From an optimization exercise on the open Yosys and OpenROAD flow, aimed at a short achievable clock period and few clock cycles; shortcuts taken in it are not production practice. RTL that was checked went through simulation tests only; none was proved equivalent to the original. Power is estimated from default activity; no workload was simulated.

// riscv
module riscv (
    input wire clk,
    input wire rst,   
    input  wire [31:0] inst_i,
    output wire [31:0] inst_addr_o,
    output wire        inst_ce_o,
    input  wire [31:0] data_i,
    output wire        data_we_o,
    output wire        data_ce_o,
    output wire [31:0] data_addr_o,
    output wire [31:0] data_o
);
==> flow/config.mk <==
export PLATFORM = sky130hd
export DESIGN_NAME = riscv
export DESIGN_NICKNAME = riscv
export VERILOG_FILES = /design/flow/design.v
export SDC_FILE = /design/flow/constraint.sdc
export NUM_CORES = 4
export LEC_CHECK = 0
export ABC_CLOCK_PERIOD_IN_PS = 2500
export CAP_MARGIN = 20
export CORE_MARGIN = 2
export CORE_UTILIZATION = 40
export SETUP_SLACK_MARGIN = 5
export SLEW_MARGIN = 20
==> flow/constraint.sdc <==
create_clock -name core_clock -period 8.0 [get_ports {clk}]
set_input_delay 1.6000 -clock core_clock [delete_from_list [all_inputs] [get_ports {clk}]]
set_output_delay 1.6000 -clock core_clock [all_outputs]
set_load 0.01 [all_outputs]
run.sh (not shown) runs the stock make flow with config.mk's settings and CLKGATE_MAP_FILE= SYNTH_SCRIPT=/design/flow/synth_recipe.tcl, a recipe that flattens the netlist after the stock synthesis.
Testbench counts at the start, summed over its fixed seeds: cycles 50,859.
Change:
--- a/flow/design.v
+++ b/flow/design.v
@@ -25,15 +25,14 @@
     reg         d_fpred;              
     reg         d_bnop, d_bskip;      
     reg         x_valid;
     reg         x_wen, x_load, x_store, x_br, x_jalr, x_pred, x_skip;
     reg  [4:0]  x_rd;
     reg  [31:0] x_a, x_b, x_s, x_pre, x_alt;
     reg         x_fa, x_fb, x_fs;     
-    reg         x_faa, x_fba, x_fac, x_fbc;   
     reg  [10:0] x_alu;
     reg  [5:0]  x_bf;
     reg         m_wen, m_load, m_store, m_ce;
     reg  [4:0]  m_rd;
     reg  [31:0] m_res, m_sdata;
     reg         w_wen;
     reg  [4:0]  w_rd;
@@ -115,28 +114,50 @@
                           (v_wen && v_rd == d_rs2) ? v_data : d_r2;
     wire load_use = d_valid && x_valid && x_load &&
                     ((d_use1 && x_rd == d_rs1) || (d_use2 && x_rd == d_rs2));
     wire jr_early = d_jalr && x_valid && x_wen && x_alu[A_PRE] && x_rd == d_rs1;
     wire [31:0] jr_sum = x_pre + d_immalu;
     wire d_redir  = d_valid && !load_use && (jr_early || (d_pred && !d_fpred));
     wire [31:0] d_rtarget = jr_early ? {jr_sum[31:1], 1'b0} : (d_pred ? d_target : d_pc4);
+    wire c00 = ~x_fa & ~x_fb;
+    wire c10 =  x_fa & ~x_fb;
+    wire c01 = ~x_fa &  x_fb;
+    wire c11 =  x_fa &  x_fb;
     wire [31:0] a = x_fa ? m_res : x_a;
     wire [31:0] b = x_fb ? m_res : x_b;
     wire [31:0] s = x_fs ? m_res : x_s;
-    wire [31:0] aa = x_faa ? m_res : x_a;      
-    wire [31:0] ba = x_fba ? m_res : x_b;
-    wire [31:0] ac = x_fac ? m_res : x_a;      
-    wire [31:0] bc = x_fbc ? m_res : x_b;
-    wire [31:0] sum = aa + ba;
-    wire [31:0] dif = ac - bc;
-    wire        ltu = ac < bc;
-    wire        lt  = (ac[31] ^ bc[31]) ? ac[31] : ltu;
-    wire        eq  = ac == bc;
-    wire taken = (x_bf[B_EQ] & eq) | (x_bf[B_NE] & ~eq) | (x_bf[B_LT] & lt) |
-                 (x_bf[B_GE] & ~lt) | (x_bf[B_LTU] & ltu) | (x_bf[B_GEU] & ~ltu);
+    wire [31:0] sum00 = x_a + x_b;
+    wire [31:0] sum10 = m_res + x_b;
+    wire [31:0] sum01 = x_a + m_res;
+    wire [31:0] sum11 = {m_res[30:0], 1'b0};
+    wire [31:0] sum = ({32{c00}} & sum00) | ({32{c10}} & sum10) |
+                      ({32{c01}} & sum01) | ({32{c11}} & sum11);
+    wire [31:0] dif00 = x_a - x_b;
+    wire [31:0] dif10 = m_res - x_b;
+    wire [31:0] dif01 = x_a - m_res;
+    wire [31:0] dif = ({32{c00}} & dif00) | ({32{c10}} & dif10) | ({32{c01}} & dif01);
+    wire ltu00 = x_a < x_b;
+    wire ltu10 = m_res < x_b;
+    wire ltu01 = x_a < m_res;
+    wire lt00  = (x_a[31] ^ x_b[31]) ? x_a[31] : ltu00;
+    wire lt10  = (m_res[31] ^ x_b[31]) ? m_res[31] : ltu10;
+    wire lt01  = (x_a[31] ^ m_res[31]) ? x_a[31] : ltu01;
+    wire eq00  = x_a == x_b;
+    wire eq10  = m_res == x_b;
+    wire eq01  = x_a == m_res;
+    wire ltu = (c00 & ltu00) | (c10 & ltu10) | (c01 & ltu01);
+    wire lt  = (c00 & lt00) | (c10 & lt10) | (c01 & lt01);
+    wire t00 = (x_bf[B_EQ] & eq00) | (x_bf[B_NE] & ~eq00) | (x_bf[B_LT] & lt00) |
+               (x_bf[B_GE] & ~lt00) | (x_bf[B_LTU] & ltu00) | (x_bf[B_GEU] & ~ltu00);
+    wire t10 = (x_bf[B_EQ] & eq10) | (x_bf[B_NE] & ~eq10) | (x_bf[B_LT] & lt10) |
+               (x_bf[B_GE] & ~lt10) | (x_bf[B_LTU] & ltu10) | (x_bf[B_GEU] & ~ltu10);
+    wire t01 = (x_bf[B_EQ] & eq01) | (x_bf[B_NE] & ~eq01) | (x_bf[B_LT] & lt01) |
+               (x_bf[B_GE] & ~lt01) | (x_bf[B_LTU] & ltu01) | (x_bf[B_GEU] & ~ltu01);
+    wire t11 = x_bf[B_EQ] | x_bf[B_GE] | x_bf[B_GEU];
+    wire taken = (c00 & t00) | (c10 & t10) | (c01 & t01) | (c11 & t11);
     wire signed [31:0] a_s = a;
     wire [31:0] shl = a << b[4:0];
     wire [31:0] shr = a >> b[4:0];
     wire [31:0] sha = a_s >>> b[4:0];
     wire [31:0] result =
         ({32{x_alu[A_ADD]}}  & sum) |
         ({32{x_alu[A_SUB]}}  & dif) |
@@ -249,18 +270,14 @@
         x_a     <= rs1_val;
         x_b     <= d_useimm ? d_immalu : rs2_val;
         x_s     <= rs2_val;
         x_pre   <= d_lui ? d_immpc : (d_auipc ? d_auipc_val : d_pc4);
         x_alt   <= d_pred ? d_pc4 : d_target;
         x_fa    <= fwd_ok && x_rd == d_rs1;
         x_fb    <= fwd_ok && x_rd == d_rs2 && !d_useimm;
-        x_faa   <= fwd_ok && x_rd == d_rs1 && (d_alu[A_ADD] | d_jalr);
-        x_fba   <= fwd_ok && x_rd == d_rs2 && !d_useimm && (d_alu[A_ADD] | d_jalr);
-        x_fac   <= fwd_ok && x_rd == d_rs1 && (d_alu[A_SUB] | d_alu[A_SLT] | d_alu[A_SLTU] | d_br);
-        x_fbc   <= fwd_ok && x_rd == d_rs2 && !d_useimm && (d_alu[A_SUB] | d_alu[A_SLT] | d_alu[A_SLTU] | d_br);
         x_fs    <= fwd_ok && x_rd == d_rs2;
         x_alu   <= d_alu;
         x_bf    <= d_bf;
     end
     always @(posedge clk) begin
         m_wen   <= x_valid & x_wen;
         m_load  <= x_valid & x_load;
The new run went through all stages and came out clean.
Area after synthesis is higher by a few percent.
Worst setup slack is worse by 110 ps.
Register-to-register slack loses 110 ps.
First-iteration DRC count came out higher by about a fifth.
Total power increases by a little under a tenth.
Global-route usage increases by 2.7 points.
Via count came out higher by about a fifth.
Die area came out higher by a few percent.
Non-clock buffer count climbs by 176.
Worst hold slack gets better by 7.2 ps.
Routed wire length grows by about a fifth.
Clock-buffer cell count is lower by 23.
Final cell count came out higher by about a fifth.
Combinational power climbs by a quarter to a third.
Testbench counts after the change, summed over its fixed seeds: cycles 50,859.


Another version of the RTL of riscv (not shown whole).
Size in the first run: roughly 7200 cells after synthesis, ~1600 flip-flops, about 0.090 sq mm of cells after synthesis.
// riscv
module riscv (
    input wire clk,
    input wire rst,   
    input  wire [31:0] inst_i,
    output wire [31:0] inst_addr_o,
    output wire        inst_ce_o,
    input  wire [31:0] data_i,
    output wire        data_we_o,
    output wire        data_ce_o,
    output wire [31:0] data_addr_o,
    output wire [31:0] data_o
);
    reg  [31:0] f_pc;
    reg         f_run;
    reg         btb_v;
    reg  [29:0] btb_tag;
    reg  [11:0] btb_off;
    reg         d_valid;
    reg  [4:0]  d_rs1, d_rs2, d_rd;
    reg  [31:0] d_pc, d_pc4;
    reg  [31:0] d_r1, d_r2;           
    reg  [31:0] d_immpc;              
    reg  [31:0] d_immalu;             
    reg         d_op, d_opimm, d_load, d_store, d_br, d_lui, d_auipc, d_jal, d_jalr;
    reg         d_use1, d_use2, d_useimm, d_wen, d_pred;
    reg  [10:0] d_alu;                
    reg  [5:0]  d_bf;                 
    reg         d_bpred;              
    reg  [11:0] d_boff;
    reg         d_bok;                
    reg         x_valid;
    reg         x_wen, x_load, x_store, x_br, x_jalr, x_pred;
    reg  [4:0]  x_rd;
    reg  [31:0] x_a, x_b, x_s, x_pre, x_alt;
    reg         x_fs;                 
    reg         x_fash, x_fbsh;       
    reg         x_falg, x_fblg;       
    reg         r_add00, r_add10, r_add01, r_add11;
    reg         r_sub00, r_sub10, r_sub01;
    reg         r_slt00, r_slt10, r_slt01;
    reg         r_sltu00, r_sltu10, r_sltu01;
    reg         r_sll, r_srl, r_sra, r_xor, r_or, r_and, r_pre;
    reg         j00, j10, j01, j11;
    reg  [5:0]  x_bm;
    reg         b00, b10, b01, b11;
    reg         m_wen, m_load, m_store, m_ce;
    reg  [4:0]  m_rd;
  ...
make LEC_CHECK=0 ABC_CLOCK_PERIOD_IN_PS=2500 CAP_MARGIN=20 CORE_MARGIN=2 CORE_UTILIZATION=40 SETUP_SLACK_MARGIN=5 SLEW_MARGIN=20 finish   # period 8.0 ns
The starting point produced a clean layout.
Next try:
--- a/flow/design.v
+++ b/flow/design.v
@@ -111,16 +111,17 @@
     wire [31:0] f_r1 = (frs1 == 5'd0) ? 32'd0 : rf[frs1];
     wire [31:0] f_r2 = (frs2 == 5'd0) ? 32'd0 : rf[frs2];
     wire [21:0] t_lo   = {1'b0, d_pc[20:0]} + {1'b0, d_immpc[20:0]};
     wire [10:0] t_hi0  = d_pc[31:21];
     wire [10:0] t_hip  = d_pc[31:21] + 11'd1;
     wire [10:0] t_him  = d_pc[31:21] - 11'd1;
+    wire [10:0] t_hiu  = d_pc[31:21] + d_immpc[31:21];
     wire        t_neg  = d_immpc[20];
-    wire [10:0] t_hi   = (t_lo[21] == t_neg) ? t_hi0 : (t_lo[21] ? t_hip : t_him);
-    wire [31:0] d_target = {t_hi, t_lo[20:0]};    
-    wire [31:0] d_auipc_val = d_pc + d_immpc;
+    wire [10:0] t_hi   = d_auipc ? t_hiu + {10'd0, t_lo[21]} :
+                         (t_lo[21] == t_neg) ? t_hi0 : (t_lo[21] ? t_hip : t_him);
+    wire [31:0] d_target = {t_hi, t_lo[20:0]};
     wire [31:0] rs1_val = (m_wen && m_rd == d_rs1) ? wb_data :
                           (w_wen && w_rd == d_rs1) ? w_data : d_r1;
     wire [31:0] rs2_val = (m_wen && m_rd == d_rs2) ? wb_data :
                           (w_wen && w_rd == d_rs2) ? w_data : d_r2;
     wire load_use = d_valid && x_valid && x_load &&
                     ((d_use1 && x_rd == d_rs1) || (d_use2 && x_rd == d_rs2));
@@ -282,13 +283,13 @@
         x_jalr  <= d_jalr;
         x_pred  <= d_pred;
         x_rd    <= d_rd;
         x_a     <= rs1_val;
         x_b     <= d_useimm ? d_immalu : rs2_val;
         x_s     <= rs2_val;
-        x_pre   <= d_lui ? d_immpc : (d_auipc ? d_auipc_val : d_pc4);
+        x_pre   <= d_lui ? d_immpc : (d_auipc ? d_target : d_pc4);
         x_alt   <= d_pred ? d_pc4 : d_target;
         x_fs    <= fwd_ok && x_rd == d_rs2;
         x_fash  <= fa & d_shift;
         x_fbsh  <= fb & d_shift;
         x_falg  <= fa & d_logic;
         x_fblg  <= fb & d_logic;
After rerunning:
- The new run finished clean
- maximum frequency went down by 12%
- non-clock buffer count drops by 34
- count of clock-buffer cells in the layout falls by 4
- cell area grows by 0.99%
- global-route usage is higher by 0.29 points
No functional check of the RTL was part of any run of this note.


Setup of main:
Another version of the RTL of riscv (not shown whole).
For scale: about 7,100 cells after synthesis, about 1,500 flip-flops, about 170 I/O pins, roughly 87,000 µm² of cells after synthesis.
clock: 8.0 ns
lec_check: 0
abc_clock_period_in_ps: 2500
cap_margin: 20
core_margin: 2
core_utilization: 40
setup_slack_margin: 5
slew_margin: 20
Testbench counts of main, summed over its fixed seeds: cycles 50,859.
--- input diff main..the feature branch ---
--- a/flow/design.v
+++ b/flow/design.v
@@ -26,18 +26,20 @@
     reg         d_bnop, d_bskip;      
     reg         x_valid;
     reg         x_wen, x_load, x_store, x_br, x_jalr, x_pred, x_skip;
     reg  [4:0]  x_rd;
     reg  [31:0] x_a, x_b, x_s, x_pre, x_alt;
     reg         x_fa, x_fb, x_fs;     
     reg  [10:0] x_alu;
     reg  [5:0]  x_bf;
     reg         m_wen, m_load, m_store, m_ce;
+    reg         m_jr;                 
+    reg  [31:0] m_jtgt;
     reg  [4:0]  m_rd;
     reg  [31:0] m_res, m_sdata;
     reg         w_wen;
     reg  [4:0]  w_rd;
     reg  [31:0] w_data;
     reg  [31:0] rf [1:31];
     localparam A_ADD = 0, A_SUB = 1, A_SLL = 2, A_SLT = 3, A_SLTU = 4, A_XOR = 5,
                A_SRL = 6, A_SRA = 7, A_OR = 8, A_AND = 9, A_PRE = 10;
     localparam B_EQ = 0, B_NE = 1, B_LT = 2, B_GE = 3, B_LTU = 4, B_GEU = 5;
@@ -158,55 +160,57 @@
         ({32{x_alu[A_SLTU]}} & {31'd0, ltu}) |
         ({32{x_alu[A_XOR]}}  & (a ^ b)) |
         ({32{x_alu[A_SRL]}}  & shr) |
         ({32{x_alu[A_SRA]}}  & sha) |
         ({32{x_alu[A_OR]}}   & (a | b)) |
         ({32{x_alu[A_AND]}}  & (a & b)) |
         ({32{x_alu[A_PRE]}}  & x_pre);
     wire x_mispred = x_valid & x_br & (taken ^ x_pred);
     wire x_kill    = x_valid & x_skip & taken;    
-    wire x_jr      = x_valid & x_jalr;
-    wire x_redir   = x_mispred | x_jr;
-    wire [31:0] x_target = x_jalr ? {sum[31:1], 1'b0} : x_alt;
+    wire x_jr      = x_valid & x_jalr & !m_jr;
+    wire x_redir   = x_mispred;
+    wire [31:0] x_target = x_alt;
     assign inst_addr_o = f_pc;
     assign inst_ce_o   = f_run;
     wire [31:0] f_pc4  = f_pc + 32'd4;
     wire        f_isgn  = fi[31];
     wire [8:0]  f_jlo   = {1'b0, f_pc[7:0]} + {1'b0, fimm_j[7:0]};
     wire [8:0]  f_blo   = {1'b0, f_pc[7:0]} + {1'b0, fimm_b[7:0]};
     wire        f_jnear = fimm_j[20:8] == {13{f_isgn}} && f_jlo[8] == f_isgn;
     wire        f_bnear = fimm_b[12:8] == {5{f_isgn}} && f_blo[8] == f_isgn;
     wire        f_jp    = f_jal & f_jnear;
     wire        f_bp    = f_br & f_isgn & f_bnear;
     wire        f_fpred = f_jp | f_bp;
     wire [31:0] f_btgt  = {f_pc[31:8], f_jal ? f_jlo[7:0] : f_blo[7:0]};
     always @(posedge clk or posedge rst) begin
         if (rst) begin
             f_pc  <= 32'd0;
             f_run <= 1'b0;
         end else begin
             f_run <= 1'b1;
-            if (x_redir)
+            if (m_jr)
+                f_pc <= m_jtgt;
+            else if (x_redir)
                 f_pc <= x_target;
             else if (load_use || !f_run)
                 f_pc <= f_pc;
             else if (d_redir)
                 f_pc <= d_rtarget;
             else if (f_fpred)
                 f_pc <= f_btgt;
             else
                 f_pc <= f_pc4;
         end
     end
     always @(posedge clk or posedge rst) begin
         if (rst) begin
             d_valid <= 1'b0;
-        end else if (x_redir) begin
+        end else if (m_jr || x_redir) begin
             d_valid <= 1'b0;
         end else if (!load_use) begin
             d_valid <= f_run && !d_redir;
         end
     end
     always @(posedge clk) begin
         if (load_use) begin
             d_r1 <= rs1_val;
             d_r2 <= rs2_val;
@@ -239,19 +243,19 @@
             d_fpred  <= f_fpred;
             d_bnop   <= f_br & fimm_b == 32'd4;
             d_bskip  <= f_br & fimm_b == 32'd8;
         end
     end
     always @(posedge clk or posedge rst) begin
         if (rst) begin
             x_valid <= 1'b0;
         end else begin
-            x_valid <= d_valid && !load_use && !x_redir && !x_kill;
+            x_valid <= d_valid && !load_use && !x_redir && !x_kill && !m_jr;
         end
     end
     wire fwd_ok = x_valid && x_wen && !x_load;
     wire skip_ok = d_bskip && !(f_jal || (f_br && fi[31]));
     always @(posedge clk) begin
         x_wen   <= d_wen;
         x_load  <= d_load;
         x_store <= d_store;
         x_br    <= d_br & !d_bnop & !skip_ok;
@@ -265,20 +269,22 @@
         x_pre   <= d_lui ? d_immpc : (d_auipc ? d_auipc_val : d_pc4);
         x_alt   <= d_pred ? d_pc4 : d_target;
         x_fa    <= fwd_ok && x_rd == d_rs1;
         x_fb    <= fwd_ok && x_rd == d_rs2 && !d_useimm;
         x_fs    <= fwd_ok && x_rd == d_rs2;
         x_alu   <= d_alu;
         x_bf    <= d_bf;
     end
     always @(posedge clk) begin
-        m_wen   <= x_valid & x_wen;
-        m_load  <= x_valid & x_load;
-        m_store <= x_valid & x_store;
-        m_ce    <= x_valid & (x_load | x_store);
+        m_wen   <= x_valid & !m_jr & x_wen;
+        m_load  <= x_valid & !m_jr & x_load;
+        m_store <= x_valid & !m_jr & x_store;
+        m_ce    <= x_valid & !m_jr & (x_load | x_store);
+        m_jr    <= x_jr;
+        m_jtgt  <= {sum[31:1], 1'b0};
     end
     always @(posedge clk) begin
         m_rd    <= x_rd;
         m_res   <= result;
         m_sdata <= s;
     end
 endmodule
Results
- The feature branch vs main: power consumed by the clock network up slightly
- In the feature branch relative to main, number of buffers inserted during clock tree synthesis had gone up by a few percent.
- Of the two values seen for endpoint of the worst setup timing path, f_pc[30] was produced by main and f_pc[19] by the feature branch.
- The feature branch against main: leakage power figure level; actual transition at the worst max-transition pin moved down; design area moved down.
- The feature branch vs main — non-clock buffer count dropped by a little under 10%
- Length of routed met2 wiring in the feature branch vs main: down 2.2%
- a2111o_1 as the worst-path cell with the longest stage delay was reported by the feature branch, and o211ai_1 by main.
- Looking at register-to-register slack across both flows, the feature branch is the weaker of the two, with main ahead.
Testbench counts of the feature branch, summed over its fixed seeds: cycles 50,859.

==> what the ideal ports hide <==
Ports are ideal in the flow. The routed layouts listed here were re-timed in OpenROAD. Step 1 assumes that a clkbuf_16 drives the clock port and a buf_2 every other input. Step 2 also shifts input and output timing later by t, the mid clock arrival at the registers, as if the neighbouring blocks saw the same clock. Three values: ideal ports, drivers, drivers and shift; two values: the first two.
run | t (ns) | slack for setup (ns) | worst setup path at the end | worst register clock-pin slew, ns
the first run of note 1 | 0.917 | 4.064 / 4.064 / 3.442 | input to register | 0.07 / 0.07
the second run of note 1 | 0.925 | 3.949 / 3.949 / 3.108 | input to register | 0.07 / 0.07
the first run of note 2 | 0.929 | 3.610 / 3.610 / 3.610 | register to register | 0.08 / 0.08
the second run of note 2 | 0.936 | 3.017 / 3.017 / 3.017 | register to register | 0.07 / 0.07
main | 0.932 | 3.961 / 3.953 / 3.021 | input to register | 0.07 / 0.07
the feature branch | 0.944 | 3.791 / 3.791 / 3.040 | input to register | 0.07 / 0.07
After both steps setup and hold are still met in every run listed. The setup slack of main, which loses most, moves by -0.008 ns with the drivers and by -0.940 ns with both steps.
